Background: an optimization exercise with open tools, aiming at small area. Do not read the settings as production practice.
In this exercise RTL edits were held to simulation tests only and were not proved equivalent to the original.
No activity file was given, so power comes from the tool's default toggle rates.

==> 07-15: inputs <==
## rv0_core
module rv0_core (
    input  logic            clk_i,
    input  logic            rst_ni,
    output logic [31:0]     imem_haddr_o,
    output logic [1:0]      imem_htrans_o,
    input  logic [31:0]     imem_hrdata_i,
    input  logic            imem_hreadyout_i,
    output logic [31:0]     dmem_haddr_o,
    output logic [2:0]      dmem_hsize_o,
    output logic [1:0]      dmem_htrans_o,
    output logic [31:0]     dmem_hwdata_o,
    output logic [3:0]      dmem_hwstrb_o,
    output logic            dmem_hwrite_o,
    input  logic [31:0]     dmem_hrdata_i,
    input  logic            dmem_hreadyout_i
);
    logic [31:0]    ifu_insn;
    logic [31:1]    ifu_addr;
    logic           ifu_rdy;
    logic           ifu_ack;
    logic [37:0]    idu0_data;
    logic [67:0]    idu1_data;
    logic           idu0_rdy,    idu1_rdy;
    logic           idu0_ack,    idu1_ack;
    logic [37:0]    exu0_data;
    logic [36:0]    exu1_data;
    logic           exu0_rdy,    exu1_rdy;
    logic           exu0_ack,    exu1_ack;
    logic [4:0]     rfi_waddr;
    logic [31:0]    rfi_wdata;
    logic           rfi_we;
    logic [31:1]    ct_target;
    logic           ct_trans;
    logic           flush;
    assign flush = ct_trans;
    rv0_ifu
    u_ifu (
        .clk_i              (clk_i              ),
        .rst_ni             (rst_ni             ),
  ...
export LEC_CHECK = 0
export CAP_MARGIN = 20
export CORE_MARGIN = 2
export CORE_UTILIZATION = 35
export PLACE_DENSITY = 0.5
export SLEW_MARGIN = 20
create_clock -name core_clock -period 11.0 [get_ports {clk_i}]
run.sh (not shown) runs the stock make flow with config.mk's settings and CLKGATE_MAP_FILE= SYNTH_SCRIPT=/design/flow/synth_recipe.tcl, a recipe that flattens the netlist after the stock synthesis.
==> inputs of 08-24, as changes to 07-15 <==
--- a/flow/design.v
+++ b/flow/design.v
@@ -22,35 +22,28 @@
     logic [ADDR_WIDTH-1:0] ri;
     logic [ADDR_WIDTH-1:0] wi;
     assign ri = ri_q[ADDR_WIDTH-1:0];
     assign wi = wi_q[ADDR_WIDTH-1:0];
     assign ri_o = ri;
     assign wi_o = wi;
-    always_ff @(posedge clk_i or negedge rst_ni) begin
-        if(rst_ni == 1'b0) ri_q <= {ADDR_WIDTH+1{1'b0}};
-        else begin
-            if(clr_i == 1'b1) ri_q <= {ADDR_WIDTH+1{1'b0}};
-            else if(re_i == 1'b1) ri_q <= ri_q + {{ADDR_WIDTH{1'b0}}, 1'b1};
-        end
+    always_ff @(posedge clk_i) begin
+        if(!rst_ni || clr_i) ri_q <= {ADDR_WIDTH+1{1'b0}};
+        else if(re_i == 1'b1) ri_q <= ri_q + {{ADDR_WIDTH{1'b0}}, 1'b1};
     end
-    always_ff @(posedge clk_i or negedge rst_ni) begin
-        if(rst_ni == 1'b0) wi_q <= {ADDR_WIDTH+1{1'b0}};
-        else begin
-            if(clr_i == 1'b1) wi_q <= {ADDR_WIDTH+1{1'b0}};
-            else if(we_i == 1'b1) wi_q <= wi_q + {{ADDR_WIDTH{1'b0}}, 1'b1};
-        end
+    always_ff @(posedge clk_i) begin
+        if(!rst_ni || clr_i) wi_q <= {ADDR_WIDTH+1{1'b0}};
+        else if(we_i == 1'b1) wi_q <= wi_q + {{ADDR_WIDTH{1'b0}}, 1'b1};
     end
     genvar g;
     for(g = 0; g < FIFO_DEPTH; g = g + 1) begin : fifo_data_genblk
         always_ff @(posedge clk_i) begin
             if(we_i == 1'b1 && wi == g) fifo_data_q[g][DATA_WIDTH-CLR_WIDTH-1:0] <= wdata_i[DATA_WIDTH-CLR_WIDTH-1:0];
         end
         if(CLR_WIDTH > 0) begin : clr_genblk
-            always_ff @(posedge clk_i or negedge rst_ni) begin
-                if(rst_ni == 1'b0) fifo_data_q[g][DATA_WIDTH-1:DATA_WIDTH-CLR_WIDTH] <= {CLR_WIDTH{1'b0}};
-                else if(clr_i == 1'b1) fifo_data_q[g][DATA_WIDTH-1:DATA_WIDTH-CLR_WIDTH] <= {CLR_WIDTH{1'b0}};
+            always_ff @(posedge clk_i) begin
+                if(!rst_ni || clr_i) fifo_data_q[g][DATA_WIDTH-1:DATA_WIDTH-CLR_WIDTH] <= {CLR_WIDTH{1'b0}};
                 else if(we_i == 1'b1 && wi == g) fifo_data_q[g][DATA_WIDTH-1:DATA_WIDTH-CLR_WIDTH] <= wdata_i[DATA_WIDTH-1:DATA_WIDTH-CLR_WIDTH];
             end
         end
     end
     assign rdata_o = fifo_data_q[ri];
     assign full_o = (ri_q[ADDR_WIDTH] != wi_q[ADDR_WIDTH]) &&
@@ -69,15 +62,14 @@
     output logic                rdy_o,
     input  logic                ack_i
 );
     always_ff @(posedge clk_i) begin
         if(rdy_i == 1'b1 && ack_i == 1'b1) data_o <= data_i;
     end
-    always_ff @(posedge clk_i or negedge rst_ni) begin
-        if(rst_ni == 1'b0) rdy_o <= 1'b0;
-        else rdy_o <= (rdy_i || (rdy_o && !ack_i)) && !flush_i;
+    always_ff @(posedge clk_i) begin
+        rdy_o <= (rdy_i || (rdy_o && !ack_i)) && !flush_i && rst_ni;
     end
 endmodule
 module rv0_ifu #(
     parameter logic [31:0] PC_RST_VAL = 32'h0010_0000
 ) (
     input  logic            clk_i,
@@ -122,28 +114,28 @@
             S_PEND_RSP:   if(imem_hreadyout_i) state_d = S_REQ_SEQ;
             S_PEND_ACK:   if(sbuf_ack_i) state_d = S_IDLE;
             default: ;
         endcase
         if(ct_trans_i) state_d = S_IDLE;
     end
-    always_ff @(posedge clk_i or negedge rst_ni) begin
+    always_ff @(posedge clk_i) begin
         if(rst_ni == 1'b0) state_q <= S_IDLE;
         else state_q <= state_d;
     end
     assign req  = state_q == S_REQ_NONSEQ || state_q == S_REQ_SEQ;
     assign hold = state_d == S_PEND_ACK || state_d == S_PEND_RSP;
     always_comb begin
         pc_d = pc_q;
         if(req && !hold) pc_d = pc_q + 31'h2;
         if(ct_trans_i) pc_d = ct_target_i;
     end
-    always_ff @(posedge clk_i or negedge rst_ni) begin
+    always_ff @(posedge clk_i) begin
         if(rst_ni == 1'b0) pc_q <= PC_RST_VAL[31:1];
         else pc_q <= pc_d;
     end
-    always_ff @(posedge clk_i or negedge rst_ni) begin
+    always_ff @(posedge clk_i) begin
         if(rst_ni == 1'b0) pend_addr_q <= PC_RST_VAL[31:1];
         else if(req && !hold) pend_addr_q <= pc_q;
     end
     assign imem_haddr_o = {pc_q, 1'b0};
     always_comb begin
         case(state_q)
@@ -184,13 +176,13 @@
     genvar i;
     for(i = 1; i < 32; i = i + 1) begin : rf_i_genblk
         logic [31:0] reg_q;
         always_ff @(posedge clk_i) begin
             if(we_i == 1'b1 && waddr_i == i) reg_q <= wdata_i;
         end
-        always_ff @(posedge clk_i or negedge rst_ni) begin
+        always_ff @(posedge clk_i) begin
             if(rst_ni == 1'b0) vld[i] <= 1'b0;
             else if(we_i == 1'b1 && waddr_i == i) vld[i] <= 1'b1;
         end
         assign reg_out[i] = reg_q;
     end  
     assign rdata1_o = vld[raddr1_i] ? reg_out[raddr1_i] : 32'h0;
@@ -269,17 +261,16 @@
             c_up[0] = up && !dn;
             c_dn[0] = dn && !up;
             for(int k = 1; k < 8; k++) begin
                 c_up[k] = c_up[k-1] &&  ireg_res_cnt_q[i][k-1];
                 c_dn[k] = c_dn[k-1] && !ireg_res_cnt_q[i][k-1];
             end
-            ireg_res_cnt_d[i] = (ireg_res_cnt_q[i] ^ (c_up | c_dn)) & {8{!idu_flush_i}};
+            ireg_res_cnt_d[i] = (ireg_res_cnt_q[i] ^ (c_up | c_dn)) & {8{!idu_flush_i && rst_ni}};
         end
-        always_ff @(posedge clk_i or negedge rst_ni) begin
-            if(rst_ni == 1'b0) ireg_res_cnt_q[i] <= 8'h0;
-            else ireg_res_cnt_q[i] <= ireg_res_cnt_d[i];
+        always_ff @(posedge clk_i) begin
+            ireg_res_cnt_q[i] <= ireg_res_cnt_d[i];
         end
     end  
     logic [31:0] rfi_rdata1;
     logic [31:0] rfi_rdata2;
     rv0_rf_i
     u_rfi (
@@ -372,19 +363,20 @@
         end
         if(ipu_rdy_i == 1'b0) begin
             ipu_ack_o = 1'b1;
         end
     end
     logic ct_pend_q;
-    always_ff @(posedge clk_i or negedge rst_ni) begin
-        if(rst_ni == 1'b0) ct_pend_q <= 1'b0;
-        else if(idu_flush_i) ct_pend_q <= 1'b0;
-        else if(idu_sbuf_rdy0 && idu0_ack_i && ct_trans) ct_pend_q <= 1'b1;
+    logic sbuf0_ct;
+    assign sbuf0_ct = idu0_rdy_o && idu0_data_o[0];
+    always_ff @(posedge clk_i) begin
+        if(!rst_ni || idu_flush_i) ct_pend_q <= 1'b0;
+        else if(sbuf0_ct && idu0_ack_i) ct_pend_q <= 1'b1;
     end
     always_ff @(posedge clk_i) begin
-        if(!ct_pend_q && idu_sbuf_rdy0 && idu0_ack_i) ct_target_o <= ct_target;
+        if(!ct_pend_q && !sbuf0_ct && idu_sbuf_rdy0 && idu0_ack_i) ct_target_o <= ct_target;
     end
     logic        ld;
     logic [31:0] lsu_f;
     assign ld    = opcode == LOAD;
     assign lsu_f = {irdata2[31:5], ld ? rd : irdata2[4:0]};
     rv0_sbuf #(.WIDTH(38))
@@ -434,13 +426,13 @@
     logic [32:0] sum;
     logic [31:0] shl;
     logic [31:0] shr;
     assign funct3 = insn_i[14:12];
     assign shamt  = b_i[4:0];
     assign sum   = {1'b0, a_i} + {1'b0, sub_i ? ~b_i : b_i} + {32'h0, sub_i};
-    assign eq_o  = sum[31:0] == 32'h0;
+    assign eq_o  = a_i == b_i;
     assign ltu_o = !sum[32];
     assign lt_o  = (a_i[31] != b_i[31]) ? a_i[31] : sum[31];
     logic [31:0] sh_in;
     logic [31:0] sh_out;
     logic        sh_left;
     assign sh_left = funct3 == SLL;
@@ -665,13 +657,13 @@
                 if(!hready) state_d = S_LD_NSEQ;
                 if(!sbuf_ack) state_d = S_IDLE;
             end
             default: ;
         endcase
     end
-    always_ff @(posedge clk_i or negedge rst_ni) begin
+    always_ff @(posedge clk_i) begin
         if(rst_ni == 1'b0) state_q <= S_IDLE;
         else state_q <= state_d;
     end
     assign exu_buf_re = state_d != S_IDLE && hready && sbuf_ack;
     always_ff @(posedge clk_i) begin
         if(hready && sbuf_ack) begin
@@ -705,17 +697,17 @@
             LHU: ld_data = {16'h0, dmem_hrdata_i[15:0]};
             default: ;
         endcase
     end
     logic rsp_pend_q;
     logic ack_pend_q;
-    always_ff @(posedge clk_i or negedge rst_ni) begin
+    always_ff @(posedge clk_i) begin
         if(rst_ni == 1'b0) rsp_pend_q <= 1'b0;
         else if(hready) rsp_pend_q <= state_d != S_IDLE;
     end
-    always_ff @(posedge clk_i or negedge rst_ni) begin
+    always_ff @(posedge clk_i) begin
         if(rst_ni == 1'b0) ack_pend_q <= 1'b0;
         else if(sbuf_ack) ack_pend_q <= 1'b0;
         else if(sbuf_rdy) ack_pend_q <= 1'b1;
     end
     always_comb begin
         case(state_q)
@@ -760,13 +752,13 @@
         end
         else begin
             if(exu1_rdy_i == 1'b1) exu_idx_d = 1'b1;
             if(exu0_rdy_i == 1'b1) exu_idx_d = 1'b0;
         end
     end
-    always_ff @(posedge clk_i or negedge rst_ni) begin
+    always_ff @(posedge clk_i) begin
         if(rst_ni == 1'b0) exu_idx_q <= 1'b0;
         else exu_idx_q <= exu_idx_d;
     end
     assign exu0_ack_o = exu0_rdy_i == 1'b0 || exu_idx_q == 1'b0;
     assign exu1_ack_o = exu1_rdy_i == 1'b0 || exu_idx_q == 1'b1;
     assign rfi_we_o    = exu_idx_q ? exu1_rdy_i : exu0_rdy_i;
==> flow/flow/run.sh (new file) <==
#!/bin/bash
# Layout flow: the standard layout (standard.sh), with changes that only reduce cell area:
#  - synthesis maps the combinational logic with an area-oriented ABC script
#    (flow/abc_area.script); the registers are the standard synthesis's, which ABC does not touch;
#  - input and output ports are buffered with buf_1;
#  - clock tree synthesis inserts no dummy loads, clusters up to 26 sinks within 60 um and
#    drives the clusters through a tree of clkbuf_4.
# Each tool's output goes to a log of its own: synth.log, layout.log, and ORFS's per-step logs
# under orfs/logs.
set -euo pipefail
W=$(pwd)

# the standard synthesis script, with ABC's script swapped for the area one
{
  echo 'proc abc {args} {'
  echo '  set i [lsearch -exact $args -script]'
  echo "  if {\$i >= 0} { lset args [expr {\$i + 1}] {$W/flow/abc_area.script} }"
  echo '  yosys abc {*}$args'
  echo '}'
  cat "$W/synth_recipe.tcl"
} > "$W/own_synth.tcl"

CTS="-sink_clustering_enable -repair_clock_nets -dont_use_dummy_load"
CTS="$CTS -sink_clustering_size 26 -sink_clustering_max_diameter 60"
CTS="$CTS -tree_buf sky130_fd_sc_hd__clkbuf_4 -sink_clustering_buffer sky130_fd_sc_hd__clkbuf_16"

bash "$W/standard.sh" "SYNTH_SCRIPT=$W/own_synth.tcl" synth > "$W/synth.log" 2>&1
bash "$W/standard.sh" "SYNTH_SCRIPT=$W/own_synth.tcl" \
  "BUFFER_PORTS_ARGS=-buffer_cell sky130_fd_sc_hd__buf_1" \
  "CTS_ARGS=$CTS" finish > "$W/layout.log" 2>&1
==> flow/flow/abc_area.script (new file) <==
strash
&get -n
&fraig -x
&put
dc2
strash
&get -n
&dch -f
&nf -R 40
&put
==> flow/standard.sh (new file) <==
#!/bin/bash
# synth_recipe.tcl (not shown) runs the flow's synth.tcl, then flattens the netlist and writes it again
# the make line also repeats each setting of config.mk as NAME=value (left out here)
make -C /OpenROAD-flow-scripts/flow DESIGN_CONFIG=/design/flow/config.mk WORK_HOME=/design/flow/orfs CLKGATE_MAP_FILE= SYNTH_SCRIPT=/design/flow/synth_recipe.tcl "${@:-finish}"
- CORE_UTILIZATION: 35 -> 60
- PLACE_DENSITY: 0.5 -> 0.75
removed: flow/run.sh
==> comparison table <==
|  | 08-24 | 07-15 |
|---|---|---|
| Final-layout worst hold slack | 0.386 ns | 0.417 ns |
| Met2 track demand over resource in global routing | 69.9% | 49.1% |
| DRT met1 WL | 181,000 um | 259,000 um |
| TritonCTS Buffers | 189 | 368 |
| Die area | 231,000 um^2 | 424,000 um^2 |
| Multi-input combinational area share | 26.1% | 26.3% |
| Combinational share of power | 9.5% | 14.0% |
| Net load switching power | 5830 uW | 9780 uW |
| Syn avg cell area | 15.0 um^2 | 13.7 um^2 |
| Hold worst-path end | u_lsu.u_exu_sbuf.data_o[32] | u_ifu.u_ifu_sbuf.data_o[7] |
| Die Y-Extent | 481 um | 651 um |
| Register cell area after layout | 97,500 um^2 | 99,500 um^2 |
| Power in combinational cells | 2230 uW | 4660 uW |
| Depth of the CTS H-tree | 4 | 5 |
| Number of cells produced by synthesis | 9,081 | 10,700 |
| Number of multi-input logic gates | 5,457 | 6,424 |
| Synth Area in Compound Gates | 16.1% | 13.1% |
| Largest fanout of any net on the critical path | 19 | 25 |
| Relative slew slack | 10.6% | 14.0% |
| Critical path buffer and inverter count | 4 | 1 |
| Number of DRC markers after the initial detailed-route iteration | 25,800 | 17,900 |
| Result of the run | timing/DRC/antenna clean | timing/DRC/antenna clean |
| Synthesis-to-finish area growth | 9.41% | 14.9% |
| IR Drop Worst-Case VDD | 168 uV | 157 uV |

## what the ideal ports hide
In the flow no input, the clock included, has a driving cell. The finished layouts below were timed again as built, in two steps.
Step 1 (the two cells are an assumption about what drives the block):
set clk [get_ports {clk_i}]
set_driving_cell -lib_cell sky130_fd_sc_hd__clkbuf_16 $clk
set_driving_cell -lib_cell sky130_fd_sc_hd__buf_2 [delete_from_list [all_inputs] $clk]
Step 2 adds t to the input delays and takes it off the output delays; t is the mean of the earliest and latest rising clock arrival at the registers after step 1. Input paths then give back, and output paths get back, about the clock's delay inside the block.
a / b / c = ideal ports / drivers / drivers and shift; a / b = the first two.
run | t, ns | setup WS [ns] | worst hold slack (ns) | pins driven straight from the clock port
07-15 | 1.096 | 1.410 / 1.301 / 1.654 | 0.417 / 0.417 / 0.417 | 1
08-24 | 1.181 | 0.143 / 0.036 / 0.854 | 0.386 / 0.386 / 0.386 | 1
After both steps setup and hold are still met in every run listed.
